Source: an optimization exercise on an open RTL-to-GDS flow (aim: small area, a short achievable clock period and few clock cycles). Production flows keep margins and buffers that such runs may drop.
Where RTL was checked, it was by simulation tests only, not by an equivalence proof against the original.
The RTL of runs 1 and 2 was laid out without a check of its function.
Power is estimated from default activity; no workload was simulated.

**flow/run.sh**
```bash
#!/bin/bash
# Layout with ORFS's own scripts. Two changes from the standard layout:
#  - synthesis is the standard one except that ABC maps the logic for area
#    (flip-flops are mapped before ABC, so registers are unchanged);
#  - repair_timing aims for a larger setup margin (MARGIN ns) than the
#    standard flow settings allow. Constraints are unchanged.
set -euo pipefail
MARGIN=${MARGIN:-12.6}
HERE=$(pwd)
printf 'strash\ndch\nmap -a\nstrash\ndch\nmap -a\n' > "$HERE/area.abc"
cat > "$HERE/area_synth.tcl" <<'TCL'
proc abc {args} {
  set i [lsearch -exact $args -script]
  if {$i >= 0} {
    set args [lreplace $args [expr {$i + 1}] [expr {$i + 1}] $::env(AREA_ABC_SCRIPT)]
  }
  yosys abc {*}$args
}
TCL
cat synth_recipe.tcl >> "$HERE/area_synth.tcl"
export AREA_ABC_SCRIPT="$HERE/area.abc"
bash standard.sh SYNTH_SCRIPT="$HERE/area_synth.tcl" SETUP_SLACK_MARGIN="$MARGIN" finish > standard_flow.log 2>&1
```
**standard.sh**
```bash
#!/bin/bash
# synth_recipe.tcl (not shown) runs the flow's synth.tcl, then flattens the netlist and writes it again
# the make line also repeats each setting of config.mk as NAME=value (left out here)
make -C /OpenROAD-flow-scripts/flow DESIGN_CONFIG=/design/flow/config.mk WORK_HOME=/design/flow/orfs CLKGATE_MAP_FILE= SYNTH_SCRIPT=/design/flow/synth_recipe.tcl "${@:-finish}"
```
**config.mk**
```make
export PLATFORM = sky130hd
export DESIGN_NAME = HT_TOP
export DESIGN_NICKNAME = HT_TOP
export VERILOG_FILES = /design/flow/design.v
export SDC_FILE = /design/flow/constraint.sdc
export NUM_CORES = 4
export LEC_CHECK = 0
export CAP_MARGIN = 20
export CORE_MARGIN = 2
export CORE_UTILIZATION = 40
export CTS_BUF_LIST = sky130_fd_sc_hd__clkbuf_8
export SLEW_MARGIN = 20
```
**constraint.sdc**
```tcl
create_clock -name core_clock -period 17.0 [get_ports {clk}]
set_input_delay 3.4000 -clock core_clock [delete_from_list [all_inputs] [get_ports {clk}]]
set_output_delay 3.4000 -clock core_clock [all_outputs]
set_load 0.01 [all_outputs]
```
**design.v**
```verilog
module SORT_IP #(parameter IP_WIDTH = 8) (
    IN_character, IN_weight,
    OUT_character
);
input [IP_WIDTH*4-1:0]  IN_character;
input [IP_WIDTH*5-1:0]  IN_weight;
output [IP_WIDTH*4-1:0] OUT_character;
generate
    if(IP_WIDTH == 3) 
    begin
        wire [3:0] index[0:2];
        wire [4:0] weight[0:2];
        wire [4:0] w[0:5];
        wire [3:0] i[0:5];
        assign index[0] = IN_character[3:0];
        assign index[1] = IN_character[7:4];
        assign index[2] = IN_character[11:8];
        assign weight[0] = IN_weight[4:0];
        assign weight[1] = IN_weight[9:5];
        assign weight[2] = IN_weight[14:10];   
        compare c0(.index_1(index[0]) ,.index_2(index[2]),.weight_1(weight[0]),.weight_2(weight[2]),.index_b(i[0]),.index_s(i[1]),.weight_b(w[0]), .weight_s(w[1]));
        compare c1(.index_1(i[0]) ,.index_2(index[1]),.weight_1(w[0]),.weight_2(weight[1]),.index_b(i[2]),.index_s(i[3]),.weight_b(w[2]), .weight_s(w[3]));
        compare c2(.index_1(i[3]) ,.index_2(i[1]),.weight_1(w[3]),.weight_2(w[1]),.index_b(i[4]),.index_s(i[5]),.weight_b(w[4]), .weight_s(w[5]));
        assign OUT_character = {i[2],i[4],i[5]};
    end
    else if(IP_WIDTH == 4)
    begin
        wire [3:0] index[0:3];
        wire [4:0] weight[0:3];
        wire [3:0] i[0:9];
        wire [4:0] w[0:9];
        assign index[0] = IN_character[3:0];
        assign index[1] = IN_character[7:4];
        assign index[2] = IN_character[11:8];
        assign index[3] = IN_character[15:12];
        assign weight[0] = IN_weight[4:0];
        assign weight[1] = IN_weight[9:5];
        assign weight[2] = IN_weight[14:10];
        assign weight[3] = IN_weight[19:15];
        compare c0(.index_1(index[0]) ,.index_2(index[2]),.weight_1(weight[0]),.weight_2(weight[2]),.index_b(i[0]),.index_s(i[2]),.weight_b(w[0]), .weight_s(w[2]));
        compare c1(.index_1(index[1]) ,.index_2(index[3]),.weight_1(weight[1]),.weight_2(weight[3]),.index_b(i[1]),.index_s(i[3]),.weight_b(w[1]), .weight_s(w[3]));
        compare c2(.index_1(i[0]) ,.index_2(i[1]),.weight_1(w[0]),.weight_2(w[1]),.index_b(i[4]),.index_s(i[5]),.weight_b(w[4]), .weight_s(w[5]));
        compare c3(.index_1(i[2]) ,.index_2(i[3]),.weight_1(w[2]),.weight_2(w[3]),.index_b(i[6]),.index_s(i[7]),.weight_b(w[6]), .weight_s(w[7]));
        compare c4(.index_1(i[5]) ,.index_2(i[6]),.weight_1(w[5]),.weight_2(w[6]),.index_b(i[8]),.index_s(i[9]),.weight_b(w[8]), .weight_s(w[9]));
        assign OUT_character = {i[4],i[8],i[9],i[7]};
    end
    else if(IP_WIDTH == 5)
    begin
        wire [3:0] index[0:4];
        wire [4:0] weight[0:4];
        wire [3:0] i[0:17];
        wire [4:0] w[0:17];
        assign index[0] = IN_character[3:0];
        assign index[1] = IN_character[7:4];
        assign index[2] = IN_character[11:8];
        assign index[3] = IN_character[15:12];
        assign index[4] = IN_character[19:16];
        assign weight[0] = IN_weight[4:0];
        assign weight[1] = IN_weight[9:5];
        assign weight[2] = IN_weight[14:10];
        assign weight[3] = IN_weight[19:15];
        assign weight[4] = IN_weight[24:20];
        compare c0(.index_1(index[0]) ,.index_2(index[3]),.weight_1(weight[0]),.weight_2(weight[3]),.index_b(i[0]),.index_s(i[2]),.weight_b(w[0]), .weight_s(w[2]));
        compare c1(.index_1(index[1]) ,.index_2(index[4]),.weight_1(weight[1]),.weight_2(weight[4]),.index_b(i[1]),.index_s(i[3]),.weight_b(w[1]), .weight_s(w[3]));
        compare c2(.index_1(i[0]) ,.index_2(index[2]),.weight_1(w[0]),.weight_2(weight[2]),.index_b(i[4]),.index_s(i[6]),.weight_b(w[4]), .weight_s(w[6]));
        compare c3(.index_1(i[1]) ,.index_2(i[2]),.weight_1(w[1]),.weight_2(w[2]),.index_b(i[5]),.index_s(i[7]),.weight_b(w[5]), .weight_s(w[7]));
        compare c4(.index_1(i[4]) ,.index_2(i[5]),.weight_1(w[4]),.weight_2(w[5]),.index_b(i[8]),.index_s(i[9]),.weight_b(w[8]), .weight_s(w[9]));
        compare c5(.index_1(i[6]) ,.index_2(i[3]),.weight_1(w[6]),.weight_2(w[3]),.index_b(i[10]),.index_s(i[11]),.weight_b(w[10]), .weight_s(w[11])); 
        compare c6(.index_1(i[9]) ,.index_2(i[10]),.weight_1(w[9]),.weight_2(w[10]),.index_b(i[12]),.index_s(i[13]),.weight_b(w[12]), .weight_s(w[13]));
        compare c7(.index_1(i[7]) ,.index_2(i[11]),.weight_1(w[7]),.weight_2(w[11]),.index_b(i[14]),.index_s(i[15]),.weight_b(w[14]), .weight_s(w[15])); 
        compare c8(.index_1(i[13]) ,.index_2(i[14]),.weight_1(w[13]),.weight_2(w[14]),.index_b(i[16]),.index_s(i[17]),.weight_b(w[16]), .weight_s(w[17]));    
        assign OUT_character = {i[8],i[12],i[16],i[17],i[15]};       
    end
    else if(IP_WIDTH == 6)
    begin
        wire [3:0] index[0:5];
        wire [4:0] weight[0:5];
        wire [3:0] i[0:23];
        wire [4:0] w[0:23];
        assign index[0] = IN_character[3:0];
        assign index[1] = IN_character[7:4];
        assign index[2] = IN_character[11:8];
        assign index[3] = IN_character[15:12];
        assign index[4] = IN_character[19:16];
        assign index[5] = IN_character[23:20];
        assign weight[0] = IN_weight[4:0];
        assign weight[1] = IN_weight[9:5];
        assign weight[2] = IN_weight[14:10];
        assign weight[3] = IN_weight[19:15];
        assign weight[4] = IN_weight[24:20];
        assign weight[5] = IN_weight[29:25];
        compare c0(.index_1(index[0]) ,.index_2(index[5]),.weight_1(weight[0]),.weight_2(weight[5]),.index_b(i[0]),.index_s(i[5]),.weight_b(w[0]), .weight_s(w[5]));
        compare c1(.index_1(index[1]) ,.index_2(index[3]),.weight_1(weight[1]),.weight_2(weight[3]),.index_b(i[1]),.index_s(i[3]),.weight_b(w[1]), .weight_s(w[3]));
        compare c2(.index_1(index[2]) ,.index_2(index[4]),.weight_1(weight[2]),.weight_2(weight[4]),.index_b(i[2]),.index_s(i[4]),.weight_b(w[2]), .weight_s(w[4]));
        compare c3(.index_1(i[1]) ,.index_2(i[2]),.weight_1(w[1]),.weight_2(w[2]),.index_b(i[6]),.index_s(i[7]),.weight_b(w[6]), .weight_s(w[7]));
        compare c4(.index_1(i[3]) ,.index_2(i[4]),.weight_1(w[3]),.weight_2(w[4]),.index_b(i[8]),.index_s(i[9]),.weight_b(w[8]), .weight_s(w[9]));
        compare c5(.index_1(i[0]) ,.index_2(i[8]),.weight_1(w[0]),.weight_2(w[8]),.index_b(i[10]),.index_s(i[12]),.weight_b(w[10]), .weight_s(w[12]));
        compare c6(.index_1(i[7]) ,.index_2(i[5]),.weight_1(w[7]),.weight_2(w[5]),.index_b(i[11]),.index_s(i[13]),.weight_b(w[11]), .weight_s(w[13]));
        compare c7(.index_1(i[10]) ,.index_2(i[6]),.weight_1(w[10]),.weight_2(w[6]),.index_b(i[14]),.index_s(i[15]),.weight_b(w[14]), .weight_s(w[15]));
        compare c8(.index_1(i[11]) ,.index_2(i[12]),.weight_1(w[11]),.weight_2(w[12]),.index_b(i[16]),.index_s(i[17]),.weight_b(w[16]), .weight_s(w[17]));
        compare c9(.index_1(i[9]) ,.index_2(i[13]),.weight_1(w[9]),.weight_2(w[13]),.index_b(i[18]),.index_s(i[19]),.weight_b(w[18]), .weight_s(w[19]));
        compare c10(.index_1(i[15]) ,.index_2(i[16]),.weight_1(w[15]),.weight_2(w[16]),.index_b(i[20]),.index_s(i[21]),.weight_b(w[20]), .weight_s(w[21]));
        compare c11(.index_1(i[17]) ,.index_2(i[18]),.weight_1(w[17]),.weight_2(w[18]),.index_b(i[22]),.index_s(i[23]),.weight_b(w[22]), .weight_s(w[23]));
        assign OUT_character = {i[14],i[20],i[21],i[22],i[23],i[19]};
    end
    else if(IP_WIDTH == 7)
    begin
        wire [3:0] index[0:6];
        wire [4:0] weight[0:6];
        wire [3:0] i[0:31];
        wire [4:0] w[0:31];
        assign index[0] = IN_character[3:0];
        assign index[1] = IN_character[7:4];
        assign index[2] = IN_character[11:8];
        assign index[3] = IN_character[15:12];
        assign index[4] = IN_character[19:16];
        assign index[5] = IN_character[23:20];
        assign index[6] = IN_character[27:24];
        assign weight[0] = IN_weight[4:0];
        assign weight[1] = IN_weight[9:5];
        assign weight[2] = IN_weight[14:10];
        assign weight[3] = IN_weight[19:15];
        assign weight[4] = IN_weight[24:20];
        assign weight[5] = IN_weight[29:25];
        assign weight[6] = IN_weight[34:30];
        compare c0(.index_1(index[0]) ,.index_2(index[6]),.weight_1(weight[0]),.weight_2(weight[6]),.index_b(i[0]),.index_s(i[1]),.weight_b(w[0]), .weight_s(w[1]));
        compare c1(.index_1(index[2]) ,.index_2(index[3]),.weight_1(weight[2]),.weight_2(weight[3]),.index_b(i[2]),.index_s(i[3]),.weight_b(w[2]), .weight_s(w[3]));
        compare c2(.index_1(index[4]) ,.index_2(index[5]),.weight_1(weight[4]),.weight_2(weight[5]),.index_b(i[4]),.index_s(i[5]),.weight_b(w[4]), .weight_s(w[5]));
        compare c3(.index_1(index[1]) ,.index_2(i[4]),.weight_1(weight[1]),.weight_2(w[4]),.index_b(i[6]),.index_s(i[7]),.weight_b(w[6]), .weight_s(w[7]));
        compare c4(.index_1(i[0]) ,.index_2(i[2]),.weight_1(w[0]),.weight_2(w[2]),.index_b(i[8]),.index_s(i[9]),.weight_b(w[8]), .weight_s(w[9]));
        compare c5(.index_1(i[3]) ,.index_2(i[1]),.weight_1(w[3]),.weight_2(w[1]),.index_b(i[10]),.index_s(i[11]),.weight_b(w[10]), .weight_s(w[11]));
        compare c6(.index_1(i[8]) ,.index_2(i[6]),.weight_1(w[8]),.weight_2(w[6]),.index_b(i[12]),.index_s(i[13]),.weight_b(w[12]), .weight_s(w[13]));
        compare c7(.index_1(i[10]) ,.index_2(i[7]),.weight_1(w[10]),.weight_2(w[7]),.index_b(i[14]),.index_s(i[15]),.weight_b(w[14]), .weight_s(w[15]));
        compare c8(.index_1(i[9]) ,.index_2(i[5]),.weight_1(w[9]),.weight_2(w[5]),.index_b(i[16]),.index_s(i[17]),.weight_b(w[16]), .weight_s(w[17]));
        compare c9(.index_1(i[13]) ,.index_2(i[16]),.weight_1(w[13]),.weight_2(w[16]),.index_b(i[18]),.index_s(i[19]),.weight_b(w[18]), .weight_s(w[19]));
        compare c10(.index_1(i[15]) ,.index_2(i[11]),.weight_1(w[15]),.weight_2(w[11]),.index_b(i[20]),.index_s(i[21]),.weight_b(w[20]), .weight_s(w[21]));
        compare c11(.index_1(i[19]) ,.index_2(i[14]),.weight_1(w[19]),.weight_2(w[14]),.index_b(i[22]),.index_s(i[23]),.weight_b(w[22]), .weight_s(w[23]));
        compare c12(.index_1(i[20]) ,.index_2(i[17]),.weight_1(w[20]),.weight_2(w[17]),.index_b(i[24]),.index_s(i[25]),.weight_b(w[24]), .weight_s(w[25]));
        compare c13(.index_1(i[18]) ,.index_2(i[22]),.weight_1(w[18]),.weight_2(w[22]),.index_b(i[26]),.index_s(i[27]),.weight_b(w[26]), .weight_s(w[27]));
        compare c14(.index_1(i[23]) ,.index_2(i[24]),.weight_1(w[23]),.weight_2(w[24]),.index_b(i[28]),.index_s(i[29]),.weight_b(w[28]), .weight_s(w[29]));
        compare c15(.index_1(i[25]) ,.index_2(i[21]),.weight_1(w[25]),.weight_2(w[21]),.index_b(i[30]),.index_s(i[31]),.weight_b(w[30]), .weight_s(w[31]));
        assign OUT_character = {i[12],i[26],i[27],i[28],i[29],i[30],i[31]};
    end
    else if(IP_WIDTH == 8)
    begin
        wire [3:0] index[7:0];
        wire [4:0] weight[7:0];
        wire [3:0] i[0:37];
        wire [4:0] w[0:37];
        assign index[0] = IN_character[3:0];
        assign index[1] = IN_character[7:4];
        assign index[2] = IN_character[11:8];
        assign index[3] = IN_character[15:12];
        assign index[4] = IN_character[19:16];
        assign index[5] = IN_character[23:20];
        assign index[6] = IN_character[27:24];
        assign index[7] = IN_character[31:28];
        assign weight[0] = IN_weight[4:0];
        assign weight[1] = IN_weight[9:5];
        assign weight[2] = IN_weight[14:10];
        assign weight[3] = IN_weight[19:15];
        assign weight[4] = IN_weight[24:20];
        assign weight[5] = IN_weight[29:25];
        assign weight[6] = IN_weight[34:30];
        assign weight[7] = IN_weight[39:35];
        compare c0(.index_1(index[1]) ,.index_2(index[3]),.weight_1(weight[1]),.weight_2(weight[3]),.index_b(i[0]),.index_s(i[1]),.weight_b(w[0]), .weight_s(w[1]));
        compare c1(.index_1(index[4]) ,.index_2(index[6]),.weight_1(weight[4]),.weight_2(weight[6]),.index_b(i[2]),.index_s(i[3]),.weight_b(w[2]), .weight_s(w[3]));
        compare c2(.index_1(index[0]) ,.index_2(index[2]),.weight_1(weight[0]),.weight_2(weight[2]),.index_b(i[4]),.index_s(i[5]),.weight_b(w[4]), .weight_s(w[5]));
        compare c3(.index_1(index[5]) ,.index_2(index[7]),.weight_1(weight[5]),.weight_2(weight[7]),.index_b(i[6]),.index_s(i[7]),.weight_b(w[6]), .weight_s(w[7]));
        compare c4(.index_1(i[4]) ,.index_2(i[2]),.weight_1(w[4]),.weight_2(w[2]),.index_b(i[8]),.index_s(i[9]),.weight_b(w[8]), .weight_s(w[9]));
        compare c5(.index_1(i[0]) ,.index_2(i[6]),.weight_1(w[0]),.weight_2(w[6]),.index_b(i[10]),.index_s(i[11]),.weight_b(w[10]), .weight_s(w[11]));     
        compare c6(.index_1(i[5]) ,.index_2(i[3]),.weight_1(w[5]),.weight_2(w[3]),.index_b(i[12]),.index_s(i[13]),.weight_b(w[12]), .weight_s(w[13]));
        compare c7(.index_1(i[1]) ,.index_2(i[7]),.weight_1(w[1]),.weight_2(w[7]),.index_b(i[14]),.index_s(i[15]),.weight_b(w[14]), .weight_s(w[15]));
        compare c8(.index_1(i[8]) ,.index_2(i[10]),.weight_1(w[8]),.weight_2(w[10]),.index_b(i[16]),.index_s(i[17]),.weight_b(w[16]), .weight_s(w[17]));
        compare c9(.index_1(i[12]) ,.index_2(i[14]),.weight_1(w[12]),.weight_2(w[14]),.index_b(i[18]),.index_s(i[19]),.weight_b(w[18]), .weight_s(w[19]));
        compare c10(.index_1(i[9]) ,.index_2(i[11]),.weight_1(w[9]),.weight_2(w[11]),.index_b(i[20]),.index_s(i[21]),.weight_b(w[20]), .weight_s(w[21]));
        compare c11(.index_1(i[13]) ,.index_2(i[15]),.weight_1(w[13]),.weight_2(w[15]),.index_b(i[22]),.index_s(i[23]),.weight_b(w[22]), .weight_s(w[23]));
        compare c12(.index_1(i[18]) ,.index_2(i[20]),.weight_1(w[18]),.weight_2(w[20]),.index_b(i[24]),.index_s(i[25]),.weight_b(w[24]), .weight_s(w[25]));
        compare c13(.index_1(i[19]) ,.index_2(i[21]),.weight_1(w[19]),.weight_2(w[21]),.index_b(i[26]),.index_s(i[27]),.weight_b(w[26]), .weight_s(w[27]));
        compare c14(.index_1(i[17]) ,.index_2(i[25]),.weight_1(w[17]),.weight_2(w[25]),.index_b(i[28]),.index_s(i[29]),.weight_b(w[28]), .weight_s(w[29]));
        compare c15(.index_1(i[26]) ,.index_2(i[22]),.weight_1(w[26]),.weight_2(w[22]),.index_b(i[30]),.index_s(i[31]),.weight_b(w[30]), .weight_s(w[31]));
        compare c16(.index_1(i[28]) ,.index_2(i[24]),.weight_1(w[28]),.weight_2(w[24]),.index_b(i[32]),.index_s(i[33]),.weight_b(w[32]), .weight_s(w[33]));
        compare c17(.index_1(i[30]) ,.index_2(i[29]),.weight_1(w[30]),.weight_2(w[29]),.index_b(i[34]),.index_s(i[35]),.weight_b(w[34]), .weight_s(w[35]));
        compare c18(.index_1(i[27]) ,.index_2(i[31]),.weight_1(w[27]),.weight_2(w[31]),.index_b(i[36]),.index_s(i[37]),.weight_b(w[36]), .weight_s(w[37]));
        assign OUT_character = {i[16],i[32],i[33],i[34],i[35],i[36],i[37],i[23]};
    end
    else
    begin
        wire [3:0] index[0:2];
        wire [4:0] weight[0:2];
        wire [4:0] w[0:5];
        wire [3:0] i[0:5];
        assign index[0] = IN_character[3:0];
        assign index[1] = IN_character[7:4];
        assign index[2] = IN_character[11:8];
        assign weight[0] = IN_weight[4:0];
        assign weight[1] = IN_weight[9:5];
        assign weight[2] = IN_weight[14:10];   
        compare c0(.index_1(index[0]) ,.index_2(index[2]),.weight_1(weight[0]),.weight_2(weight[2]),.index_b(i[0]),.index_s(i[1]),.weight_b(w[0]), .weight_s(w[1]));
        compare c1(.index_1(i[0]) ,.index_2(index[1]),.weight_1(w[0]),.weight_2(weight[1]),.index_b(i[2]),.index_s(i[3]),.weight_b(w[2]), .weight_s(w[3]));
        compare c2(.index_1(i[3]) ,.index_2(i[1]),.weight_1(w[3]),.weight_2(w[1]),.index_b(i[4]),.index_s(i[5]),.weight_b(w[4]), .weight_s(w[5]));
        assign OUT_character = {i[2],i[4],i[5]};
    end
endgenerate
endmodule
module compare(
   index_1, 
   index_2,
   weight_1,
   weight_2,
   index_b,
   index_s,
   weight_b,
   weight_s
);
input [3:0] index_1;
input [3:0] index_2;
input [4:0] weight_1;
input [4:0] weight_2;
output reg [3:0] index_b;
output reg [3:0] index_s;
output reg [4:0] weight_b;
output reg [4:0] weight_s;
always @ (*)
begin
    if(weight_1 > weight_2 || (weight_1 == weight_2 && index_1 > index_2))
    begin
        index_b = index_1;
        index_s = index_2;
        weight_b = weight_1;
        weight_s = weight_2;
    end
    else
    begin
        index_b = index_2;
        index_s = index_1;
        weight_b = weight_2;
        weight_s = weight_1;
    end
end
endmodule
module HT_TOP(
    clk,
    rst_n,
    in_valid,
    in_weight,
    out_mode,
    out_valid,
    out_code
);
input clk, rst_n, in_valid, out_mode;
input [2:0] in_weight;
output reg out_valid, out_code;
reg        vr, merge, sending;
reg  [2:0] cnt;
reg  [2:0] cur;
reg        mode;
reg  [2:0] xr;
reg  [4:0] lw [0:6];
reg  [2:0] lw7;       
reg  [2:0] ptr [0:4];
reg  [7:0] code [0:4];
integer j, t;
wire fill7 = merge & (cnt != 3'd0);
function lt5;
    input [4:0] a, nb;
    integer k;
    reg c;
    begin
        c = 1'b1;
        for (k = 0; k < 5; k = k + 1)
            c = (a[k] & nb[k]) | (a[k] & c) | (nb[k] & c);
        lt5 = ~c;
    end
endfunction
wire [4:0] sum = lw[0] + lw[1];
wire [4:0] val = merge ? sum : {2'b00, xr};
reg  [9:0] lt;
reg  [4:0] lwx [0:9];
always @(*) begin
    for (j = 0; j < 7; j = j + 1) lwx[j] = lw[j];
    lwx[7] = {fill7, fill7, lw7 | {3{fill7}}};    
    lwx[8] = 5'd31;
    lwx[9] = 5'd31;
    lt[8] = 1'b0;
    lt[9] = 1'b0;
    for (j = 0; j < 8; j = j + 1)
        lt[j] = lt5(lwx[j], ~val) | (!merge & (cnt < 8 - j));
    if (merge) lt[1] = 1'b1;
end
reg [2:0] ins;
always @(*) begin
    ins = 3'd0;
    for (j = 0; j < 8; j = j + 1)
        if (merge) begin
            if (lt[j+1] & !lt[j+2]) ins = j;
        end else begin
            if (lt[j] & !lt[j+1]) ins = j;
        end
end
reg [2:0] leaf [0:4];
always @(*) begin
    leaf[0] = 3'd4;                    
    leaf[1] = mode ? 3'd2 : 3'd5;      
    leaf[2] = mode ? 3'd5 : 3'd6;      
    leaf[3] = mode ? 3'd0 : 3'd7;      
    leaf[4] = mode ? 3'd1 : 3'd3;      
end
wire first = merge & (cnt == 3'd5);    
wire root = merge & (cnt == 3'd6);
wire empty = (code[0][6:0] == 7'd1);
wire [7:0] src = empty ? code[1] : {1'b0, code[0][6:0]};
wire fin = (src[7:1] == 7'd1) & ((cur + {2'b00, empty}) == 3'd4);
always @(posedge clk) begin
    if (in_valid & !vr) mode <= out_mode;
    if (root) cur <= 3'd0;
    else if (sending) cur <= cur + {2'b00, empty};
    xr <= in_weight;
    for (j = 0; j < 7; j = j + 1)
        if (merge | lt[j])
            lw[j] <= ({5{merge & lt[j+2]}} & lwx[j+2])
                   | ({5{merge ? (lt[j+1] & ~lt[j+2]) : (lt[j] & ~lt[j+1])}} & val)
                   | ({5{merge ^ lt[j+1]}} & lwx[j+1]);
    if (!merge & lt[7]) lw7 <= xr;
    for (t = 0; t < 5; t = t + 1)
        if (merge ? (ptr[t][2:1] == 2'b00) : (leaf[t] == cnt))
            ptr[t] <= ins;
        else
            ptr[t] <= lt[ptr[t]] ? (ptr[t] - {merge, !merge}) : (ptr[t] - {2'b00, merge});
    for (t = 0; t < 5; t = t + 1)
        if (vr)
            code[t] <= {code[t][6:0], cnt == 3'd7};
        else if (merge & (ptr[t][2:1] == 2'b00) & !(root & ((t == 0) | ((t == 1) & empty))))
            code[t] <= {code[t][6:0], ~ptr[t][0]};
    if (sending | (root & !empty))
        code[0] <= {1'b0, src[7:1]};
    if (sending) begin
        if (empty) begin
            code[1] <= code[2];
            code[2] <= code[3];
            code[3] <= code[4];
        end
    end
end
always @(posedge clk or negedge rst_n) begin
    if (!rst_n) begin
        vr <= 1'b0;
        merge <= 1'b0;
        sending <= 1'b0;
        cnt <= 3'd0;
        out_valid <= 1'b0;
        out_code <= 1'b0;
    end else begin
        vr <= in_valid;
        if (vr) begin
            cnt <= cnt + 3'd1;
            if (cnt == 3'd7) merge <= 1'b1;
        end else if (merge) begin
            cnt <= cnt + 3'd1;
            if (first) begin
                out_valid <= 1'b1;
                out_code <= lt[2] ^ (ptr[0][2:1] == 2'b00);
            end
            if (root) begin
                merge <= 1'b0;
                sending <= 1'b1;
                out_code <= empty ? ~ptr[1][0] : code[0][0];
                cnt <= 3'd0;
            end
        end else if (sending) begin
            out_code <= src[0];
            if (fin) sending <= 1'b0;
        end else begin
            out_valid <= 1'b0;
            out_code <= 1'b0;
        end
    end
end
endmodule
```
==> impl_metrics.json, run 1 <==
{
  "num_antenna_cells": 0,
  "place.port_buffers": 8,
  "overflow": 0,
  "pin_count": 9,
  "fin_util": 0.478,
  "syn_area_per_cell_um2": 8.47,
  "crit_start": "out_code",
  "drtIter0Drc": 616,
  "cts-root-buf": "clkbuf_8",
  "slew_headroom": 0.472,
  "critPathBufInv": 1,
  "max_freq_ghz": 0.231,
  "drt-pass1-iter-count": 5,
  "synthArstFlopShare": 0.0748,
  "cp_cell_sequence": "buf_2",
  "p_leak_nw": 2.68,
  "die_area_um2": 15900,
  "end_kind": "primary output",
  "worstHoldStart": "code[4][7]",
  "synth_ff_type": "edfxtp_1",
  "critPathMaxFanout": 2,
  "coreArea_um2": 14600,
  "startpoint_type": "register",
  "cts-buffers-inserted": 9,
  "drt-total-wl_um": 15700,
  "critical_path_class": "reg2out",
  "grt_max_degree": 30,
  "slowest_delay_ns": 0.38,
  "finClkSkew_ns": 0.00803,
  "multi_input_area_um2": 3070,
  "fill_cells": 1417,
  "wl_per_cell_um": 16.5,
  "grt_first_pass_wirelength_um": 24900,
  "hold_viol_final": 0,
  "tns_ns": 0,
  "maxSlewViolCount": 0,
  "cp.arrival_ns": 0.92,
  "fin_crit_sh": 0.254,
  "cellPowerDensity_nw_per_um2": 208,
  "max_cap_viol_count": 0,
  "initial_utilization": 0.410,
  "clk_pin_slew_ns": 0.10,
  "htree_levels": 3,
  "final_cell_area_um2": 6970,
  "ir_drop_mv": 0.0619,
  "drive_gt1_frac": 0.116,
  "rsz0062_at_grt": "false",
  "synth_cell_types": 32,
  "syn_area_um2": 5980,
  "status": "timing/DRC/antenna clean",
  "place_ws_ns": 11.53,
  "ys_seq_area_frac": 0.455,
  "grt_usage": 0.195,
  "finalSetupViolations": 0,
  "final_antenna_net_count": 0,
  "synth_top_area_frac": 0.271,
  "first_global_vias": 4852,
  "finalCriticalPeriod_ns": 4.32,
  "die_h_um": 126,
  "cts_sinks": 107,
  "hpwl_um": 10900,
  "timing.final.ws_setup_ns": 12.68,
  "synth_edf_count": 54,
  "holdWs_ns": 0.456,
  "placed_area_um2": 6330,
  "seq_area_um2": 2730,
  "hp-class": "reg2reg",
  "final_nets": 806,
  "synth_cells": 706,
  "cts_tree": "yes",
  "ys_top_cells_by_area": "edfxtp_1 27%, dfxtp_1 15%, o21ai_0 9.3%",
  "syn2layout_area_growth_pct": 16.6,
  "worst_path_max_delay_cell": "dfrtp_1",
  "antenna_found_initial": 0,
  "worst_pin_slew_ns": 0.789,
  "remaining_drc_errors": 0,
  "synth_top_cell_by_area": "edfxtp_1",
  "timing.rr.start": "lw[1][0]",
  "die_width_um": 126,
  "num_vias": 5361,
  "gp_congestion": 0.932,
  "clk_path_buf_depth": 2,
  "path_delay_family": "flip-flops",
  "synth_seq_cells": 107,
  "cp.required_ns": 13.60,
  "ys_warn_count": 6,
  "rows": 44,
  "vias_per_cell": 5.64,
  "clock_latency_ns": 0.40
}
[report_power, final]
part | internal (W) | switching [W] | total, W | leakage [nW]
Combinational | 0.000294 | 0.000471 | 0.000766 | 1.53
Clock | 0.0000873 | 0.0000938 | 0.000181 | 0.118
Sequential | 0.000413 | 0.0000935 | 0.000506 | 1.04
Total | 0.000794 | 0.000659 | 0.00145 | 2.68
[what timing repair did]
item | CTS | global route
setup endpoints to repair | 45 | 15
hold buffers | 0 | 0
gates cloned | 0 | 1
pin swaps | 2 | 7
buffers inserted | 8 | 22
gates resized for setup | 27 | 34
[through the flow]
step	power, W	std cells
2_1_floorplan	0.000972	710
3_3_place_gp	0.00115	903
3_5_place_dp	0.00116	903
4_1_cts	0.00137	927
5_1_grt	0.00158	950
6_report	0.00145	950
[state kept, by name, indices dropped and copies added, names as in the netlist]
| register | cells |
|---|---|
| out_valid | 1 |
| code | 39 |
| cnt | 3 |
| vr | 1 |
| cur | 3 |
| lw | 35 |
| xr | 3 |
| mode | 1 |
| sending | 1 |
| out_code | 1 |
| merge | 1 |
| lw7 | 3 |
| ptr | 15 |
[cells by family after synthesis]
group,after synthesis,share of synthesized area
and+or+nand+nor,199,0.133
buffers and inverters,99,0.0621
xor gates and xnor gates,7,0.0103
other,1,0.000627
adders and majority gates,43,0.0954
DFF,107,0.455
AOI/OAI and AO/OA,250,0.244
[cells in the final DEF, fill, tap and decap left out, types with 4 or more instances in the layout]
cell type        count
a21oi_1             53
a21oi_2              4
a22oi_1             21
a31oi_1              4
buf_4               29
clkbuf_8            10
clkdlybuf4s50_1      6
clkinv_1            87
clkinv_2             4
conb_1               5
dfrtp_1              7
dfxtp_1             45
edfxtp_1            54
fa_1                 6
ha_1                31
maj3_1               5
nand2_1            118
nand3_1             12
nor2_1              48
nor3_1               7
o21ai_0            102
o21ai_1              8
o221ai_1            18
o22ai_1             21
xnor2_1              5
[synthesized netlist by cell type, drive strengths merged (2+ instances only)]
master and number:
nor2 49, or2 4, o22ai 23, xor2 2, nor3 8, o211ai 3
a31oi 5, ha 32, a21oi 57, maj3 5, o221ai 20, clkinv 99
edfxtp 54, dfxtp 45, fa 6, a22oi 21, o21a 2, nand3 14
xnor2 5, o21ai 111, a221oi 2, nand2 121, a32oi 2, dfrtp 8
[layout make-up]
class                      instances  area share
sequential                       107       0.391
inverter                          99      0.0597
clock buffer                      10      0.0197
multi-input combinational        505       0.440
timing repair buffer              39      0.0445
clock inverter                     6      0.0124
tap                              184      0.0330
[routing by layer]
layer | track usage | vias to the layer above | share of wire
met5 | 0 | - | 0
met4 | 0.0640 | 0 | 0.011
met3 | 0.0323 | 17 | 0.053
met2 | 0.286 | 155 | 0.45
met1 | 0.293 | 2563 | 0.49
li1 | - | 2626 | -
[final timing paths]
kind / endpoint / slack, ns / depth (start not counted)
max: out_code / 12.68 / 1
min: code[3][7] / 0.46 / 2
max reg2reg: ptr[4][2] / 12.75 / 20
min reg2reg: code[3][7] / 0.46 / 2
max in group asynchronous: merge / 13.42 / 1
min in group asynchronous: cnt[2] / 3.27 / 1
==> run 2: changes to the inputs <==
--- a/design.v
+++ b/design.v
@@ -309,7 +309,15 @@
 wire first = merge & (cnt == 3'd5);    
 wire root = merge & (cnt == 3'd6);
 wire empty = (code[0][6:0] == 7'd1);
-wire [7:0] src = empty ? code[1] : {1'b0, code[0][6:0]};
+reg  [7:0] nextcode;
+always @(*)
+    case (cur[1:0])
+        2'd0: nextcode = code[1];
+        2'd1: nextcode = code[2];
+        2'd2: nextcode = code[3];
+        default: nextcode = code[4];
+    endcase
+wire [7:0] src = empty ? nextcode : {1'b0, code[0][6:0]};
 wire fin = (src[7:1] == 7'd1) & ((cur + {2'b00, empty}) == 3'd4);
 always @(posedge clk) begin
     if (in_valid & !vr) mode <= out_mode;
@@ -334,13 +342,6 @@
             code[t] <= {code[t][6:0], ~ptr[t][0]};
     if (sending | (root & !empty))
         code[0] <= {1'b0, src[7:1]};
-    if (sending) begin
-        if (empty) begin
-            code[1] <= code[2];
-            code[2] <= code[3];
-            code[3] <= code[4];
-        end
-    end
 end
 always @(posedge clk or negedge rst_n) begin
     if (!rst_n) begin
==> impl_metrics.json, run 2 <==
{
  "critical_path_class": "reg2reg",
  "fin_crit_sh": 0.255,
  "maxSlewViolCount": 0,
  "end_kind": "register",
  "slew_headroom": 0.566,
  "pin_count": 9,
  "drive_gt1_frac": 0.138,
  "synthArstFlopShare": 0.0748,
  "status": "timing/DRC/antenna clean",
  "ys_seq_area_frac": 0.494,
  "cts_tree": "yes",
  "grt_first_pass_wirelength_um": 25400,
  "dp_cells": 835,
  "vias_per_cell": 5.75,
  "max_freq_ghz": 0.230,
  "drtIter0Drc": 536,
  "syn_area_per_cell_um2": 9.39,
  "hold_viol_final": 0,
  "drt-total-wl_um": 15600,
  "max_cap_viol_count": 0,
  "synth_seq_cells": 107,
  "startpoint_type": "register",
  "coreArea_um2": 14600,
  "die_h_um": 126,
  "final_antenna_net_count": 0,
  "rows": 44,
  "crit_start": "lw[0][0]",
  "first_global_vias": 5070,
  "cts_sinks": 107,
  "synth_top_cell_by_area": "edfxtp_1",
  "clock_latency_ns": 0.40,
  "finalSetupViolations": 0,
  "tns_ns": 0,
  "ir_drop_mv": 0.101,
  "slowest_delay_ns": 0.47,
  "grt_usage": 0.197,
  "num_antenna_cells": 0,
  "cp.required_ns": 17.26,
  "remaining_drc_errors": 0,
  "die_area_um2": 16000,
  "synth_ff_type": "edfxtp_1",
  "cellPowerDensity_nw_per_um2": 211,
  "htree_levels": 3,
  "cp.arrival_ns": 4.60,
  "synth_cells": 639,
  "antenna_found_initial": 0,
  "layout_commonest_cell": "nand2_1",
  "worstHoldPathCells": 0,
  "total_power_w": 0.00148,
  "rsz0062_at_grt": "true",
  "clk_path_buf_depth": 2,
  "drt-pass1-iter-count": 6,
  "fill_cells": 1337,
  "synth_edf_count": 78,
  "cts-buffers-inserted": 9,
  "largest_registers": "code (39), lw (35), ptr (15)",
  "hp-class": "reg2reg",
  "cts-root-buf": "clkbuf_8",
  "fin_cells": 893,
  "worst_path_max_delay_cell": "fa_1",
  "ys_warn_count": 6,
  "worst_pin_slew_ns": 0.647,
  "syn2layout_area_growth_pct": 17.0,
  "overflow": 0,
  "largest_reg_flops": 39,
  "synth_cell_types": 34,
  "num_vias": 5135,
  "syn_area_um2": 6000,
  "place.port_buffers": 8,
  "critPathMaxFanout": 8,
  "top_register": "code",
  "wl_per_cell_um": 17.5,
  "final_cell_mix": "85 x nand2_1, 81 x clkinv_1, 78 x edfxtp_1, 63 x o21ai_0, 55 x nor2_1",
  "multi_input_area_um2": 2850,
  "reg2reg_depth": 20,
  "initial_utilization": 0.411,
  "clk_pin_slew_ns": 0.11,
  "synth_commonest_cells": "92 x clkinv_1, 87 x nand2_1, 78 x edfxtp_1, 74 x o21ai_0, 57 x nor2_1",
  "worstHoldStart": "code[3][5]",
  "synth_most_common_cell": "clkinv_1",
  "synth_top_area_frac": 0.390,
  "cp.depth": 20,
  "seq_area_um2": 2970,
  "critPathBufInv": 3,
  "crit_top_cell": "o21ai_0",
  "grt_max_degree": 30,
  "path_delay_family": "adder cells",
  "finalCriticalPeriod_ns": 4.34,
  "ff2ff_setup_slack_ns": 12.66,
  "cp_cell_sequence": "ha_2 -> fa_1 -> or2_4 -> o21ai_4 -> buf_4 -> inv_2 -> o221ai_1 -> o21ai_0 -> nor2_2 -> clkinv_2 -> a21oi_1 -> o21ai_0 -> nand3_1 -> o21ai_0 -> ha_1 -> ha_1 -> fa_1 -> xor2_1 -> nand2_1 -> o21ai_0",
  "ys_top_cells_by_area": "edfxtp_1 39%, dfxtp_1 7.0%, ha_1 6.7%",
  "gp_congestion": 0.960,
  "final_nets": 749,
  "p_leak_nw": 2.73,
  "hpwl_um": 11200,
  "die_width_um": 126,
  "timing.rr.start": "lw[0][0]",
  "finClkSkew_ns": 0.0159
}
==> run 2: changes by cell type in the layout (fill, tap and decap cells not counted), moves of 10 or more <==
cell      delta
a22oi_1     +11
mux2i_1     +10
dfxtp_1     -24
o21ai_0     -39
nand2_1     -33
edfxtp_1    +24
==> run 2: cell type report <==
| cell class | instances | area share |
|---|---|---|
| inverters | 92 | 0.0527 |
| clock buffers | 9 | 0.0176 |
| repair inverters | 1 | 0.000534 |
| repair buffers | 49 | 0.0590 |
| clock inverters | 7 | 0.00962 |
| multi-input cells | 444 | 0.405 |
| flip-flops and latches | 107 | 0.422 |
| well taps | 184 | 0.0328 |
==> run 2: cell families (layout without fill, tap and decap cells) <==
kind of cell,Yosys count,count (layout),synth area share
and+or+nand+nor,169,169,0.113
buffers and inverters,92,158,0.0575
muxes,10,10,0.0167
AOI/OAI and AO/OA,211,211,0.215
DFF,107,107,0.494
adders and majority gates,42,42,0.0934
xor gates and xnor gates,7,7,0.0102
other,1,5,0.000625
==> run 2: layer usage <==
metal,share of wire,global-route usage
met5,0,0
met4,0.020,0.0646
met3,0.050,0.0358
met2,0.49,0.327
met1,0.44,0.262
==> run 2: stage by stage <==
| step | util | worst slack [ns] | hold slack (ns) | area, µm² |
|---|---|---|---|---|
| 6_report | 0.481 | 12.66 | 0.449 | 7020 |
| 5_1_grt | 0.481 | 12.51 | 0.467 | 7020 |
| 4_1_cts | 0.463 | 12.58 | 0.455 | 6750 |
| 3_5_place_dp | 0.436 | 11.64 | 0.437 | 6360 |
| 3_3_place_gp | 0.436 | 11.78 | 0.430 | 6360 |
| 2_1_floorplan | - | 12.63 | 0.409 | 6050 |
==> run 2: repair_timing <==
item	4_1_cts	5_1_grt
pin swaps	3	10
buffers inserted	17	24
endpoints found under the hold margin	0	0
gates resized for setup	29	31
cloned	1	0
endpoints found under the setup margin	40	10
hold buffers	0	0
==> run 2: worst paths after layout <==
path,to
max,ptr[4][2]
min,code[3][6]
max reg2reg,ptr[4][2]
min reg2reg,code[3][6]
max in group asynchronous,merge
min in group asynchronous,out_code
==> run 2: where the power goes <==
group / switching, W / total, W / internal (W)
Combinational: 0.000485 / 0.000810 / 0.000325
Clock: 0.0000939 / 0.000162 / 0.0000684
Sequential: 0.0000895 / 0.000508 / 0.000419
Total: 0.000669 / 0.00148 / 0.000812
==> run 3: changes to the inputs <==
--- a/design.v
+++ b/design.v
@@ -258,10 +258,10 @@
 reg  [2:0] xr;
 reg  [4:0] lw [0:6];
 reg  [2:0] lw7;       
+reg        fill7;     
 reg  [2:0] ptr [0:4];
 reg  [7:0] code [0:4];
 integer j, t;
-wire fill7 = merge & (cnt != 3'd0);
 function lt5;
     input [4:0] a, nb;
     integer k;
@@ -279,7 +279,7 @@
 reg  [4:0] lwx [0:9];
 always @(*) begin
     for (j = 0; j < 7; j = j + 1) lwx[j] = lw[j];
-    lwx[7] = {fill7, fill7, lw7 | {3{fill7}}};    
+    lwx[7] = {fill7, fill7, lw7 | {3{fill7}}};
     lwx[8] = 5'd31;
     lwx[9] = 5'd31;
     lt[8] = 1'b0;
@@ -329,6 +329,7 @@
             lw[j] <= ({5{merge & lt[j+2]}} & lwx[j+2])
                    | ({5{merge ? (lt[j+1] & ~lt[j+2]) : (lt[j] & ~lt[j+1])}} & val)
                    | ({5{merge ^ lt[j+1]}} & lwx[j+1]);
+    fill7 <= merge;
     if (!merge & lt[7]) lw7 <= xr;
     for (t = 0; t < 5; t = t + 1)
         if (merge ? (ptr[t][2:1] == 2'b00) : (leaf[t] == cnt))
==> impl_metrics.json, run 3 <==
{
  "drive_gt1_frac": 0.107,
  "cp.depth": 1,
  "num_vias": 4981,
  "synth_top_cell_by_area": "edfxtp_1",
  "critical_path_class": "reg2out",
  "dp_cells": 840,
  "synth_edf_count": 78,
  "synth_cells": 643,
  "highest_layer": "met4",
  "finalCriticalPeriod_ns": 4.32,
  "die_area_um2": 16000,
  "slew_headroom": 0.367,
  "crit_start": "out_valid",
  "gp_congestion": 0.911,
  "max_freq_ghz": 0.231,
  "hp-class": "reg2reg",
  "cts-buffers-inserted": 9,
  "remaining_drc_errors": 0,
  "clk_pin_slew_ns": 0.11,
  "antenna_found_initial": 0,
  "r2r-end": "ptr[0][2]",
  "syn2layout_area_growth_pct": 14.3,
  "die_width_um": 126,
  "end_kind": "primary output",
  "critPathBufInv": 1,
  "slowest_delay_ns": 0.39,
  "multi_input_area_um2": 2850,
  "reg2reg_depth": 21,
  "fin_cells": 875,
  "ys_seq_area_frac": 0.497,
  "tns_ns": 0,
  "coreArea_um2": 14600,
  "ff2ff_setup_slack_ns": 12.75,
  "grt_first_pass_wirelength_um": 25000,
  "place.port_buffers": 8,
  "syn_area_per_cell_um2": 9.32,
  "ys_top_cells_by_area": "edfxtp_1 39%, o21ai_0 7.6%, dfxtp_1 7.3%",
  "overflow": 0,
  "die_h_um": 126,
  "rsz0062_at_grt": "true",
  "timing.rr.start": "lw[0][0]",
  "critPathCapture": "out_valid",
  "status": "timing/DRC/antenna clean",
  "pin_count": 9,
  "vias_per_cell": 5.69,
  "ys_warn_count": 6,
  "critPathMaxFanout": 2,
  "cts-root-buf": "clkbuf_8",
  "final_cell_mix": "97 x nand2_1, 80 x clkinv_1, 79 x o21ai_0, 78 x edfxtp_1",
  "drtIter0Drc": 415,
  "wl_per_cell_um": 17.2,
  "synth_most_common_cell": "nand2_1",
  "ir_drop_mv": 0.104,
  "syn_area_um2": 6000,
  "seq_area_um2": 2990,
  "rows": 44,
  "met1Wirelength_um": 6730,
  "route.met3.wl_um": 806,
  "num_antenna_cells": 0,
  "fin_crit_sh": 0.254,
  "synth_ff_type": "edfxtp_1",
  "final_nets": 730,
  "cp_cell_sequence": "buf_2",
  "worst_pin_slew_ns": 0.943,
  "synth_top_area_frac": 0.391,
  "final_antenna_net_count": 0,
  "worst_path_max_delay_cell": "dfrtp_1",
  "fill_cells": 1339,
  "drt-total-wl_um": 15000,
  "cp.required_ns": 13.60,
  "hold_viol_final": 0,
  "cellPowerDensity_nw_per_um2": 209,
  "top_register": "code",
  "cts_tree": "yes",
  "layout_commonest_cell": "nand2_1",
  "max_cap_viol_count": 0,
  "initial_utilization": 0.411,
  "hpwl_um": 10900,
  "largest_registers": "code (39), lw (35), ptr (15)",
  "p_leak_nw": 2.53,
  "startpoint_type": "register",
  "largest_reg_flops": 39,
  "maxSlewViolCount": 0,
  "finClkSkew_ns": 0.0146,
  "clk_path_buf_depth": 2,
  "met2_length_um": 7270,
  "synth_commonest_cells": "99 x nand2_1, 91 x o21ai_0, 86 x clkinv_1, 78 x edfxtp_1",
  "path_delay_family": "flip-flops",
  "synth_cell_types": 34,
  "synth_seq_cells": 108,
  "cp.arrival_ns": 0.92,
  "finalSetupViolations": 0,
  "grt_usage": 0.195,
  "clock_latency_ns": 0.39,
  "grt_max_degree": 22,
  "synthArstFlopShare": 0.0741,
  "drt-pass1-iter-count": 6,
  "htree_levels": 3,
  "cts_sinks": 108,
  "first_global_vias": 4921
}
-- run 3: cell count changes after synthesis, moves of 3 or more --
cell,change
a21oi_1,-5
clkinv_1,-6
mux2i_1,-5
nand2_1,+12
nand3_1,+8
nor2_1,-12
o211ai_1,+3
o21ai_0,+17
o221ai_1,-3
xnor2_1,+3
-- run 3: area by class of cell --
type,instances,share of cell area
Timing Repair Buffer,28,0.0343
Multi-Input combinational cell,453,0.416
Clock buffer,10,0.0201
Sequential cell,108,0.436
Clock inverter,6,0.0102
Inverter,86,0.0504
Tap cell,184,0.0336
-- run 3: stage by stage --
step	utilization	setup WS, ns	area [µm²]	hold slack [ns]	power [W]
4_1_cts	0.460	12.61	6710	0.459	0.00139
3_3_place_gp	0.434	11.80	6330	0.431	0.00117
6_report	0.470	12.68	6850	0.462	0.00143
5_1_grt	0.470	12.56	6850	0.471	0.00157
3_5_place_dp	0.434	11.64	6330	0.432	0.00118
2_1_floorplan	-	12.63	6010	0.403	0.000981
-- run 3: repair_timing --
action                     CTS  global route
pin swaps                    5             9
setup buffers               10             9
resized for setup           34            26
cloned                       0             0
hold buffers                 0             0
setup endpoints to repair   69            20
-- run 3: routing by layer --
metal  vias up  track usage
li1       2432            -
met1      2370        0.263
met2       158        0.326
met3        21       0.0346
met4         0       0.0537
met5         -            0
-- run 3: kinds of logic (layout without fill, tap and decap cells) --
group | after synthesis | count (layout) | synth area share
AOI/OAI and AO/OA | 219 | 219 | 0.219
adders and majority gates | 39 | 39 | 0.0881
muxes | 5 | 5 | 0.00835
buffers and inverters | 86 | 130 | 0.0538
and+or+nand+nor | 177 | 177 | 0.121
other | 1 | 5 | 0.000625
xor gates and xnor gates | 8 | 8 | 0.0117
DFF | 108 | 108 | 0.497
-- run 3: power by group --
| part | internal, W | switching (W) |
|---|---|---|
| logic | 0.000284 | 0.000471 |
| registers | 0.000421 | 0.0000854 |
| clock network | 0.0000736 | 0.0000949 |
-- run 3: worst min-delay path by stage --
stage / startpoint / to / slack [ns] / cells after the start
global route: code[4][1] / code[4][2] / 0.47 / 0
CTS: code[4][1] / code[4][2] / 0.46 / 0
finish: code[4][1] / code[4][2] / 0.46 / 0
detailed placement: code[4][1] / code[4][2] / 0.43 / 0
global placement: code[4][1] / code[4][2] / 0.43 / 0
floorplan: xr[1] / lw7[1] / 0.40 / 0
Testbench counts of run 3, summed over its fixed seeds: cycles 31,181.
==> run 4: changes to the inputs <==
--- a/flow/run.sh
+++ b/flow/run.sh
@@ -19,4 +19,4 @@
 TCL
 cat synth_recipe.tcl >> "$HERE/area_synth.tcl"
 export AREA_ABC_SCRIPT="$HERE/area.abc"
-bash standard.sh SYNTH_SCRIPT="$HERE/area_synth.tcl" SETUP_SLACK_MARGIN="$MARGIN" finish > standard_flow.log 2>&1
+bash standard.sh SYNTH_SCRIPT="$HERE/area_synth.tcl" SETUP_SLACK_MARGIN="$MARGIN" SETUP_MOVE_SEQUENCE="unbuffer,sizeup,swap" finish > standard_flow.log 2>&1
==> impl_metrics.json, run 4 <==
{
  "cts-root-buf": "clkbuf_8",
  "syn2layout_area_growth_pct": 12.5,
  "total_power_w": 0.00141,
  "hpwl_um": 10900,
  "critical_path_class": "reg2out",
  "cp.arrival_ns": 0.94,
  "die_h_um": 126,
  "clk_path_buf_depth": 2,
  "slowest_delay_ns": 0.41,
  "path_delay_family": "flip-flops",
  "synth_ff_type": "edfxtp_1",
  "fill_cells": 1347,
  "largest_reg_flops": 39,
  "finClkSkew_ns": 0.0144,
  "ys_seq_area_frac": 0.497,
  "critPathMaxFanout": 2,
  "max_cap_viol_count": 0,
  "vias_per_cell": 5.79,
  "status": "timing/DRC/antenna clean",
  "final_cell_mix": "97 x nand2_1, 78 x clkinv_1, 78 x edfxtp_1, 68 x o21ai_0",
  "cp.required_ns": 13.60,
  "initial_utilization": 0.411,
  "drtIter0Drc": 353,
  "ir_drop_mv": 0.101,
  "fin_cells": 856,
  "wl_per_cell_um": 17.2,
  "hold_viol_final": 0,
  "coreArea_um2": 14600,
  "synth_top_area_frac": 0.391,
  "finalCriticalPeriod_ns": 4.34,
  "grt_max_degree": 41,
  "drt-pass1-iter-count": 5,
  "cts_tree": "yes",
  "synth_most_common_cell": "nand2_1",
  "startpoint_type": "register",
  "worstHoldPathCells": 0,
  "slew_headroom": 0.423,
  "cts_sinks": 108,
  "maxSlewViolCount": 0,
  "cts-buffers-inserted": 9,
  "worst_path_max_delay_cell": "dfrtp_1",
  "max_freq_ghz": 0.230,
  "finalSetupViolations": 0,
  "htree_levels": 3,
  "holdWs_ns": 0.462,
  "syn_area_per_cell_um2": 9.32,
  "pin_count": 9,
  "grt_usage": 0.193,
  "overflow": 0,
  "synth_cell_types": 34,
  "final_nets": 711,
  "clock_latency_ns": 0.39,
  "first_global_vias": 4881,
  "worst_pin_slew_ns": 0.866,
  "synthArstFlopShare": 0.0741,
  "antenna_found_initial": 0,
  "clk_pin_slew_ns": 0.11,
  "dp_cells": 840,
  "grt_first_pass_wirelength_um": 24800,
  "fin_crit_sh": 0.256,
  "syn_area_um2": 6000,
  "multi_input_area_um2": 2890,
  "worstHoldStart": "code[4][1]",
  "postCtsHoldBufs": 0,
  "cellPowerDensity_nw_per_um2": 210,
  "num_vias": 4953,
  "hold-path-endpoint": "code[4][2]",
  "tns_ns": 0,
  "r2r-end": "ptr[0][2]",
  "drive_gt1_frac": 0.0967,
  "largest_registers": "code (39), lw (35), ptr (15)",
  "die_area_um2": 16000,
  "timing.rr.start": "lw[1][0]",
  "hp-class": "reg2reg",
  "ys_warn_count": 6,
  "final_antenna_net_count": 0,
  "critPathBufInv": 1,
  "cp_cell_sequence": "buf_2",
  "ys_top_cells_by_area": "edfxtp_1 39%, o21ai_0 7.6%, dfxtp_1 7.3%",
  "layout_commonest_cell": "nand2_1",
  "synth_cells": 643,
  "ff2ff_setup_slack_ns": 12.74,
  "fin_util": 0.462,
  "remaining_drc_errors": 0,
  "synth_top_cell_by_area": "edfxtp_1",
  "synth_seq_cells": 108,
  "num_antenna_cells": 0,
  "drt-total-wl_um": 14700,
  "synth_edf_count": 78,
  "synth_commonest_cells": "99 x nand2_1, 91 x o21ai_0, 86 x clkinv_1, 78 x edfxtp_1",
  "end_kind": "primary output",
  "top_register": "code",
  "gp_congestion": 0.911,
  "place.port_buffers": 8,
  "die_width_um": 126,
  "reg2reg_depth": 21,
  "rsz0062_at_grt": "true",
  "rows": 44,
  "seq_area_um2": 2990,
  "p_leak_nw": 2.46
}
==> run 4: cell count changes in the layout (fill, tap and decap cells not counted), sizes merged <==
cell	change
clkinv	-2
inv	+2
buf	-19
==> run 4: cell type report <==
class / instances / area share
clock inverter: 6 / 0.0104
tap: 184 / 0.0341
clock buffer: 10 / 0.0204
timing repair buffer: 9 / 0.0121
multi-input combinational: 453 / 0.428
inverter: 86 / 0.0523
sequential: 108 / 0.443
==> run 4: kinds of logic after synthesis <==
| logic type | synth area share |
|---|---|
| XOR/XNOR | 0.0117 |
| multiplexers | 0.00835 |
| flip-flops | 0.497 |
| adder cells (fa/ha/maj) | 0.0881 |
| AND/OR/NAND/NOR | 0.121 |
| AO/OA/AOI/OAI | 0.219 |
| other | 0.000625 |
| buffers and inverters | 0.0538 |
==> run 4: what timing repair did <==
| action | 4_1_cts | 5_1_grt |
|---|---|---|
| buffers inserted | 0 | 0 |
| gates resized for setup | 38 | 45 |
| endpoints found under the setup margin | 69 | 16 |
| pin swaps | 5 | 19 |
==> run 4: through the flow <==
stage	worst slack, ns	cell area [µm²]
final	12.66	6740
after global routing	12.50	6740
after CTS	12.57	6620
after detailed placement	11.64	6330
after global placement	11.80	6330
after floorplan	12.63	6010
==> run 4: worst max-delay path by stage <==
stage,cells past startpoint,startpoint,to
6_report,1,out_code,out_code
3_3_place_gp,15,merge,ptr[1][0]
5_1_grt,19,merge,ptr[4][2]
4_1_cts,16,lw[1][0],ptr[0][0]
2_1_floorplan,20,lw[1][0],ptr[0][2]
3_5_place_dp,14,lw[1][0],ptr[0][0]
==> run 4: routing by layer <==
| metal | global-route usage | share of wire | vias to the layer above |
|---|---|---|---|
| li1 | - | - | 2399 |
| met1 | 0.260 | 0.46 | 2390 |
| met2 | 0.322 | 0.48 | 143 |
| met3 | 0.0350 | 0.044 | 21 |
| met4 | 0.0537 | 0.015 | 0 |
| met5 | 0 | 0 | - |
==> run 4: where the power goes <==
part           internal, W  total [W]  switching [W]
Clock            0.0000736   0.000169      0.0000951
Sequential        0.000421   0.000513      0.0000914
Combinational     0.000263   0.000732       0.000468
==> run 5: changes to the inputs <==
--- a/flow/run.sh
+++ b/flow/run.sh
@@ -5,7 +5,7 @@
 #  - repair_timing aims for a larger setup margin (MARGIN ns) than the
 #    standard flow settings allow. Constraints are unchanged.
 set -euo pipefail
-MARGIN=${MARGIN:-12.6}
+MARGIN=${MARGIN:-12.7}
 HERE=$(pwd)
 printf 'strash\ndch\nmap -a\nstrash\ndch\nmap -a\n' > "$HERE/area.abc"
 cat > "$HERE/area_synth.tcl" <<'TCL'
==> impl_metrics.json, run 5 <==
{
  "antenna_found_initial": 0,
  "coreArea_um2": 14600,
  "cp_cell_sequence": "buf_2",
  "cp.arrival_ns": 0.93,
  "synth_cell_types": 34,
  "syn2layout_area_growth_pct": 12.5,
  "gp_congestion": 0.837,
  "finalCriticalPeriod_ns": 4.33,
  "timing.final.ws_setup_ns": 12.67,
  "timing.rr.start": "merge",
  "pin_count": 9,
  "synth_top_cell_by_area": "edfxtp_1",
  "remaining_drc_errors": 0,
  "clk_path_buf_depth": 2,
  "largest_reg_flops": 39,
  "startpoint_type": "register",
  "finClkSkew_ns": 0.0153,
  "clock_latency_ns": 0.39,
  "syn_area_per_cell_um2": 9.32,
  "htree_levels": 3,
  "drt-pass1-iter-count": 5,
  "synth_top_area_frac": 0.391,
  "maxSlewViolCount": 0,
  "largest_registers": "code (39), lw (35), ptr (15)",
  "synth_cells": 643,
  "cts_sinks": 108,
  "end_kind": "primary output",
  "die_area_um2": 16000,
  "slew_headroom": 0.412,
  "fin_crit_sh": 0.255,
  "ys_seq_area_frac": 0.497,
  "finalSetupViolations": 0,
  "hp-class": "reg2reg",
  "first_global_vias": 4734,
  "ys_top_cells_by_area": "edfxtp_1 39%, o21ai_0 7.6%, dfxtp_1 7.3%",
  "slowest_delay_ns": 0.41,
  "critPathMaxFanout": 2,
  "post_cts_buffers": 0,
  "ys_warn_count": 6,
  "synth_seq_cells": 108,
  "path_delay_family": "flip-flops",
  "postCtsHoldBufs": 0,
  "drt-total-wl_um": 14500,
  "cts-root-buf": "clkbuf_8",
  "place_ws_ns": 11.73,
  "clk_pin_slew_ns": 0.12,
  "overflow": 0,
  "worst_pin_slew_ns": 0.883,
  "p_leak_nw": 2.44,
  "worstHoldStart": "code[4][1]",
  "initial_utilization": 0.411,
  "die_h_um": 126,
  "ff2ff_setup_slack_ns": 12.78,
  "final_antenna_net_count": 0,
  "cts_tree": "yes",
  "cp.required_ns": 13.60,
  "vias_per_cell": 5.68,
  "crit_start": "out_code",
  "worst_path_max_delay_cell": "dfrtp_1",
  "grt_first_pass_wirelength_um": 23600,
  "num_vias": 4858,
  "grt_usage": 0.185,
  "max_cap_viol_count": 0,
  "die_width_um": 126,
  "top_register": "code",
  "status": "timing/DRC/antenna clean",
  "syn_area_um2": 6000,
  "synthArstFlopShare": 0.0741,
  "place.port_buffers": 8,
  "hpwl_um": 10900,
  "hold_viol_final": 0,
  "cts-buffers-inserted": 9,
  "synth_commonest_cells": "99 x nand2_1, 91 x o21ai_0, 86 x clkinv_1, 78 x edfxtp_1",
  "num_antenna_cells": 0,
  "rows": 44,
  "final_nets": 710,
  "wl_per_cell_um": 17.0,
  "rsz0062_at_grt": "true",
  "max_freq_ghz": 0.231,
  "synth_most_common_cell": "nand2_1",
  "fin_util": 0.462,
  "ir_drop_mv": 0.0987,
  "drive_gt1_frac": 0.101,
  "drtIter0Drc": 411,
  "layout_commonest_cell": "nand2_1",
  "grt_max_degree": 41,
  "synth_ff_type": "edfxtp_1",
  "final_cell_mix": "97 x nand2_1, 79 x clkinv_1, 78 x edfxtp_1, 67 x o21ai_0, 42 x nor2_1",
  "tns_ns": 0,
  "cellPowerDensity_nw_per_um2": 209,
  "critPathBufInv": 1,
  "critical_path_class": "reg2out",
  "synth_edf_count": 78
}
## run 5: cell counts after synthesis
No cell type changed its count.
## run 5: per-layer routing
metal  wire [µm]  track usage  share of wire
met1        6690        0.247           0.46
met2        7050        0.308           0.49
met3         536       0.0329          0.037
met4         225       0.0543          0.016
met5           0            0              0
## run 5: area by class of cell
cell class,instances,area (µm²)
fillers,1393,7850
clock buffers,9,124
inverters,86,349
multi-input cells,453,2910
flip-flops and latches,108,2990
repair buffers,8,70.1
clock inverters,7,77.6
well taps,184,230
## run 5: path summary, 6_finish.rpt
check / to / depth (start not counted)
worst max register to register: ptr[1][2] / 18
worst min register to register: code[4][2] / 0
max in group asynchronous: merge / 1
worst max-delay path: out_code / 1
min in group asynchronous: merge / 1
worst min-delay path: code[4][2] / 0
## run 5: cell families (layout without fill, tap and decap cells)
kind of cell | Yosys count | count (layout) | share of synthesized area
buffers and inverters | 86 | 110 | 0.0538
multiplexers | 5 | 5 | 0.00835
other | 1 | 5 | 0.000625
flip-flops | 108 | 108 | 0.497
AND/OR/NAND/NOR | 177 | 177 | 0.121
adder cells (fa/ha/maj) | 39 | 39 | 0.0881
AO/OA/AOI/OAI | 219 | 219 | 0.219
XOR/XNOR | 8 | 8 | 0.0117
## run 5: repair_timing
item	4_1_cts	5_1_grt
pin swaps	7	21
setup endpoints to repair	57	17
resized for setup	38	45
## run 5: per-stage QoR
step	std cells	hold WS, ns	cell area (µm²)	total power [W]
3_5_place_dp	839	0.436	6330	0.00118
5_1_grt	855	0.469	6740	0.00152
2_1_floorplan	647	0.409	6020	0.000982
6_report	855	0.465	6740	0.00141
3_3_place_gp	839	0.429	6330	0.00116
4_1_cts	855	0.464	6630	0.00137
## run 5: where the power goes
part	total (W)	switching (W)	internal, W
registers	0.000513	0.0000922	0.000421
clock network	0.000161	0.000102	0.0000589
logic	0.000732	0.000467	0.000265
==> run 6: changes to the inputs <==
--- a/flow/run.sh
+++ b/flow/run.sh
@@ -5,7 +5,7 @@
 #  - repair_timing aims for a larger setup margin (MARGIN ns) than the
 #    standard flow settings allow. Constraints are unchanged.
 set -euo pipefail
-MARGIN=${MARGIN:-12.7}
+MARGIN=${MARGIN:-12.6}
 HERE=$(pwd)
 printf 'strash\ndch\nmap -a\nstrash\ndch\nmap -a\n' > "$HERE/area.abc"
 cat > "$HERE/area_synth.tcl" <<'TCL'
--- a/config.mk
+++ b/config.mk
@@ -7,6 +7,6 @@
 export LEC_CHECK = 0
 export CAP_MARGIN = 20
 export CORE_MARGIN = 2
-export CORE_UTILIZATION = 40
+export CORE_UTILIZATION = 55
 export CTS_BUF_LIST = sky130_fd_sc_hd__clkbuf_8
 export SLEW_MARGIN = 20
==> impl_metrics.json, run 6 <==
{
  "critPathMaxFanout": 12,
  "remaining_drc_errors": 0,
  "hp-class": "reg2reg",
  "tns_ns": 0,
  "startpoint_type": "register",
  "die_area_um2": 11800,
  "synth_edf_count": 78,
  "critical_path_class": "reg2reg",
  "max_cap_viol_count": 0,
  "antenna_found_initial": 0,
  "status": "timing/DRC/antenna clean",
  "vias_per_cell": 6.00,
  "synth_ff_type": "edfxtp_1",
  "final_cell_area_um2": 6730,
  "grt_usage": 0.257,
  "ys_top_cells_by_area": "edfxtp_1 39%, o21ai_0 7.6%, dfxtp_1 7.3%",
  "cellPowerDensity_nw_per_um2": 211,
  "place.port_buffers": 8,
  "synth_most_common_cell": "nand2_1",
  "htree_levels": 3,
  "end_kind": "register",
  "top_register": "code",
  "total_power_w": 0.00142,
  "post_cts_buffers": 0,
  "slew_headroom": 0.401,
  "ff2ff_setup_slack_ns": 12.68,
  "synth_cell_types": 34,
  "gp_congestion": 0.886,
  "hold_viol_final": 0,
  "postCtsHoldBufs": 0,
  "rsz0062_at_grt": "true",
  "ys_seq_area_frac": 0.497,
  "synthArstFlopShare": 0.0741,
  "cp.required_ns": 17.25,
  "finalCriticalPeriod_ns": 4.32,
  "pin_count": 9,
  "cts_tree": "yes",
  "largest_registers": "code (39), lw (35), ptr (15)",
  "syn_area_per_cell_um2": 9.32,
  "wl_per_cell_um": 17.8,
  "clk_pin_slew_ns": 0.11,
  "num_vias": 4875,
  "first_global_vias": 4612,
  "worst_pin_slew_ns": 0.898,
  "worstHoldPathCells": 0,
  "p_leak_nw": 2.47,
  "max_freq_ghz": 0.231,
  "fin_crit_sh": 0.254,
  "finClkSkew_ns": 0.0168,
  "drt-pass1-iter-count": 5,
  "ys_warn_count": 6,
  "placed_area_um2": 6280,
  "hpwl_um": 10700,
  "die_width_um": 108,
  "num_antenna_cells": 0,
  "final_cell_mix": "97 x nand2_1, 78 x clkinv_1, 78 x edfxtp_1, 65 x o21ai_0, 41 x nor2_1",
  "syn2layout_area_growth_pct": 12.2,
  "cp.arrival_ns": 4.58,
  "synth_seq_cells": 108,
  "cts-root-buf": "clkbuf_8",
  "ir_drop_mv": 0.120,
  "overflow": 0,
  "grt_max_degree": 41,
  "layout_commonest_cell": "nand2_1",
  "maxSlewViolCount": 0,
  "drive_gt1_frac": 0.113,
  "synth_cells": 643,
  "clock_latency_ns": 0.38,
  "syn_area_um2": 6000,
  "clk_path_buf_depth": 2,
  "coreArea_um2": 10700,
  "drt-total-wl_um": 14400,
  "final_nets": 712,
  "synth_commonest_cells": "99 x nand2_1, 91 x o21ai_0, 86 x clkinv_1, 78 x edfxtp_1",
  "finalSetupViolations": 0,
  "synth_top_cell_by_area": "edfxtp_1",
  "die_h_um": 108,
  "initial_utilization": 0.558,
  "cts_sinks": 108,
  "rows": 38,
  "cts-buffers-inserted": 9,
  "reg2reg_depth": 21,
  "grt_first_pass_wirelength_um": 23200,
  "drtIter0Drc": 410,
  "synth_top_area_frac": 0.391,
  "final_antenna_net_count": 0,
  "largest_reg_flops": 39
}
## run 6: cell counts after synthesis
Identical to the previous run, type by type.
## run 6: cell type report
class	count	area, µm²
clock buffers	9	124
clock inverters	7	80.1
fillers	937	4020
inverters	86	348
multi-input cells	453	2920
flip-flops and latches	108	2980
well taps	140	175
repair buffers	10	92.6
## run 6: final timing paths
kind | end | startpoint
setup / recovery | ptr[0][2] | lw[1][0]
hold / removal | code[1][1] | code[1][0]
setup reg to reg | ptr[0][2] | lw[1][0]
hold reg to reg | code[1][1] | code[1][0]
max in group asynchronous | merge | rst_n
min in group asynchronous | sending | rst_n
## run 6: power by group
group / switching, W / internal, W
clock: 0.0000925 / 0.0000705
combinational: 0.000483 / 0.000273
sequential: 0.0000815 / 0.000421
total: 0.000657 / 0.000765
## run 6: routing by layer
layer	global-route usage	up-vias	part of all wire
li1	-	2409	-
met1	0.374	2335	0.49
met2	0.388	116	0.46
met3	0.0464	15	0.040
met4	0.0842	0	0.011
met5	0	-	0
## run 6: timing repair
action                                 4_1_cts  5_1_grt
cloned                                       0        0
endpoints found under the hold margin        0        0
gates resized for setup                     31       65
pin swaps                                    4       19
setup endpoints to repair                   62       19
## run 6: cell families after synthesis
logic type               synth area share
other                            0.000625
multiplexers                      0.00835
flip-flops                          0.497
AND/OR/NAND/NOR                     0.121
AO/OA/AOI/OAI                       0.219
buffers and inverters              0.0538
XOR/XNOR                           0.0117
adder cells (fa/ha/maj)            0.0881
## run 6: metrics by stage
stage / util / hold slack [ns] / setup slack (ns) / std cells
global route: 0.626 / 0.454 / 12.49 / 813
CTS: 0.611 / 0.445 / 12.61 / 813
detailed placement: 0.585 / 0.436 / 11.65 / 797
finish: 0.626 / 0.442 / 12.68 / 813
global placement: 0.585 / 0.429 / 11.85 / 797
floorplan: - / 0.403 / 12.63 / 647
## run 6: worst max-delay path, cell delays in order (launching register included)
cell and delay (ns):
edfxtp_1 0.48, ha_2 0.24, fa_1 0.52, or2_4 0.26, o21ai_2 0.06, buf_6 0.20
clkinv_8 0.10, o21ai_2 0.14, maj3_2 0.19, o21ai_2 0.06, o221ai_2 0.06, o211ai_1 0.20
nor2_4 0.31, o21ai_2 0.10, nand2_1 0.08, o21ai_2 0.05, ha_1 0.30, ha_2 0.19
fa_2 0.35, xor2_1 0.15, nand2_1 0.07, o21ai_1 0.06

==> re-timing with driven ports <==
The results above use ideal ports. As a check the final layouts listed here were re-extracted and re-timed, cells and wires unchanged. Step 1 sets driving cells, clkbuf_16 on the clock port and buf_2 on the other inputs (assumed; they add their load-dependent delay and slew). Step 2 times the ports against the registers' clock, not the clock port: input delays grow and output delays shrink by t, the midpoint of the rising clock arrivals with the driver on. Slacks: ideal ports / drivers / drivers and shift; pairs: ideal ports / drivers.
run	t (ns)	slack for setup (ns)	slew at the worst register clock pin (ns)	worst data-port slew with drivers (ns)	pins driven straight from the clock port
run 1	0.438	12.678 / 12.641 / 12.617	0.10 / 0.10	0.04	1
run 2	0.427	12.659 / 12.637 / 12.659	0.11 / 0.11	0.04	1
run 3	0.421	12.677 / 12.641 / 12.672	0.11 / 0.11	0.03	1
run 4	0.421	12.656 / 12.620 / 12.674	0.11 / 0.11	0.03	1
run 5	0.419	12.667 / 12.630 / 12.672	0.12 / 0.12	0.03	1
run 6	0.410	12.676 / 12.642 / 12.647	0.11 / 0.11	0.03	1
After both steps every run listed still meets setup and hold. For run 1, which loses most, drivers alone change the setup slack by -0.037 ns; drivers and shift together by -0.061 ns.
